Source: an optimization exercise on an open RTL-to-GDS flow (aim: small area and a short achievable clock period). Production flows keep margins and buffers that such runs may drop. Function was checked by simulation only, so behaviour that the tests miss may differ from the original.

## P
==> flow/design.v (excerpt) <==
module fir_direct_nom (
    input              clk,
    input              rst,
    input  signed [4:0] in,
    output signed [4:0] out,
    input  [249:0]     tap_coeffs
);
Size: ~260 I/O pins.
clock: 12.0 ns
lec_check: 0
cap_margin: 20
core_margin: 2
core_utilization: 40
cts_buf_list: sky130_fd_sc_hd__clkbuf_8
cts_cluster_diameter: 50
cts_cluster_size: 16
slew_margin: 20
synth_hierarchical: 1
synth_minimum_keep_size: 0
standard.sh (not shown) runs the stock make flow with config.mk's settings and CLKGATE_MAP_FILE= SYNTH_SCRIPT=/design/flow/synth_recipe.tcl, a recipe that flattens the netlist after the stock synthesis.
==> flow/flow/run.sh <==
#!/bin/bash
# ORFS layout (the standard.sh) in three calls:
#  1. synthesis to placement as standard, with plain buf_2 port buffers;
#  2. CTS and 3. routing to finish, with timing repair aimed at a setup
#     slack margin and at the worst paths only.
set -e
export BUFFER_PORTS_ARGS="-buffer_cell sky130_fd_sc_hd__buf_2"
bash standard.sh synth floorplan place > standard_place.log 2>&1
export SETUP_SLACK_MARGIN=7.4
export TNS_END_PERCENT=0
bash standard.sh cts > standard_cts.log 2>&1
bash standard.sh > standard_finish.log 2>&1
Here is what was changed in the inputs of Q compared with P.
--- a/flow/design.v
+++ b/flow/design.v
@@ -9,22 +9,22 @@
 endmodule
 module fir_direct_nom (
     input              clk,
     input              rst,
     input  signed [4:0] in,
     output signed [4:0] out,
     input  [249:0]     tap_coeffs
 );
 logic [48:0][4:0] sr;     
 logic [160:0] ra, ra_d;  
-logic [6:0] lo_q;         
-logic [4:0] x_q, g_q, o_q;  
+logic [5:0] lo_q;         
+logic [5:0] x_q, g_q, o_q;  
 logic v1, v2;              
 wire [10:0] sum_a, sum_b, sum;
 wire n1;
 wire n2;
 wire n3;
 wire n4;
 wire n5;
 wire n6;
 wire n7;
 wire n8;
@@ -5973,43 +5973,43 @@
 fa u_n3404 (.a(n3385), .b(n3389), .c(n3402), .s(n3404), .co(n3405));
 assign n3406 = ~n3391;
 assign n3407 = ~n3404;
 fa u_n3408 (.a(n3406), .b(n3407), .c(n3394), .s(n3408), .co(n3409));
 assign n3410 = ~(~n3400 ^ ~n3403);
 assign n3411 = ~n3400 | ~n3403;
 assign n3412 = ~n3405;
 fa u_n3413 (.a(n3410), .b(n3412), .c(n3409), .s(n3413), .co(n3414));
 assign sum_a = {n3411, n3413, n3397, n3373, n3334, n3333, n3231, ~n3228, n3175, n3132, ~n3095};
 assign sum_b = {n3414, 1'b0, n3408, n3396, n3372, 1'b0, n3283, n3230, n3179, 1'b0, n3098};
-assign sum = {5'b0, {1'b0, sum_a[5:0]} + {1'b0, sum_b[5:0]}};
+assign sum = {6'b0, {1'b0, sum_a[4:0]} + {1'b0, sum_b[4:0]}};
 always @(posedge clk or posedge rst) begin
     if (rst) begin
         sr <= '0;
         v1 <= 1'b0;
         v2 <= 1'b0;
     end else begin
         sr <= {sr[47:0], in};
         v1 <= 1'b1;
         v2 <= v1;
     end
 end
 always @(posedge clk) begin
     ra <= ra_d;
-    lo_q <= sum[6:0];
-    x_q <= sum_a[10:6] ^ sum_b[10:6];
-    g_q <= sum_a[10:6] & sum_b[10:6];
-    o_q <= sum_a[10:6] | sum_b[10:6];
+    lo_q <= sum[5:0];
+    x_q <= sum_a[10:5] ^ sum_b[10:5];
+    g_q <= sum_a[10:5] & sum_b[10:5];
+    o_q <= sum_a[10:5] | sum_b[10:5];
 end
-wire hz = (x_q[0] == lo_q[6]) && (x_q[4:1] == o_q[3:0]);
-wire ho = (x_q[0] != lo_q[6]) && (&(x_q[4:1] ^ g_q[3:0]));
-wire [5:0] c;   
-assign c[0] = lo_q[6];
+wire hz = (x_q[0] == lo_q[5]) && (x_q[5:1] == o_q[4:0]);
+wire ho = (x_q[0] != lo_q[5]) && (&(x_q[5:1] ^ g_q[4:0]));
+wire [6:0] c;   
+assign c[0] = lo_q[5];
 genvar gi;
-for (gi = 0; gi < 5; gi = gi + 1) begin : g_c
+for (gi = 0; gi < 6; gi = gi + 1) begin : g_c
     assign c[gi+1] = g_q[gi] | (x_q[gi] & c[gi]);
 end
-wire sgn = x_q[4] ^ c[4];
-wire lz = ~|lo_q[5:4];
-wire lo1 = &lo_q[5:4];
+wire sgn = x_q[5] ^ c[5];
+wire lz = ~|lo_q[4:4];
+wire lo1 = &lo_q[4:4];
 wire inr = (hz && lz) || (ho && lo1);
 assign out = !v2 ? 5'sd0 : inr ? lo_q[4:0] : sgn ? -5'sd16 : 5'sd15;
 endmodule
[summary]
Between Q and P, the difference in placed cell count is negligible. Worst slew slack as a fraction of its limit (higher): Q. Summary — register-to-register slack, Q relative to P: higher, by 0.22 ns. In the tables for Q and P, met3 wirelength from detailed routing reads lower with Q. | global-route usage | P vs Q | ≈ equal |. Against P, the final cell area of Q is higher.

## static timing again, ports no longer ideal
The flow's constraints put no driver on any port. The routed layouts listed below were extracted and timed again, unchanged, in two steps.
Step 1, drivers: a clkbuf_16 drives clk and a buf_2 each remaining input, both assumed.
Step 2 times the ports against the registers' clock, not the clock port: input delays grow and output delays shrink by t, the midpoint of the rising clock arrivals with the driver on.
Three values: no drivers, after step 1, after step 2; two values: the first two.
run	t, ns	setup slack, ns	worst hold slack (ns)	worst setup path after step 2
P	0.754	7.130 / 7.085 / 6.393	0.355 / 0.355 / 0.355	input to register
Q	0.760	7.184 / 7.223 / 6.470	0.358 / 0.358 / 0.358	input to register
After both steps setup and hold are still met in every run listed. The setup slack of P, which loses most, moves by -0.045 ns with the drivers and by -0.737 ns with both steps.
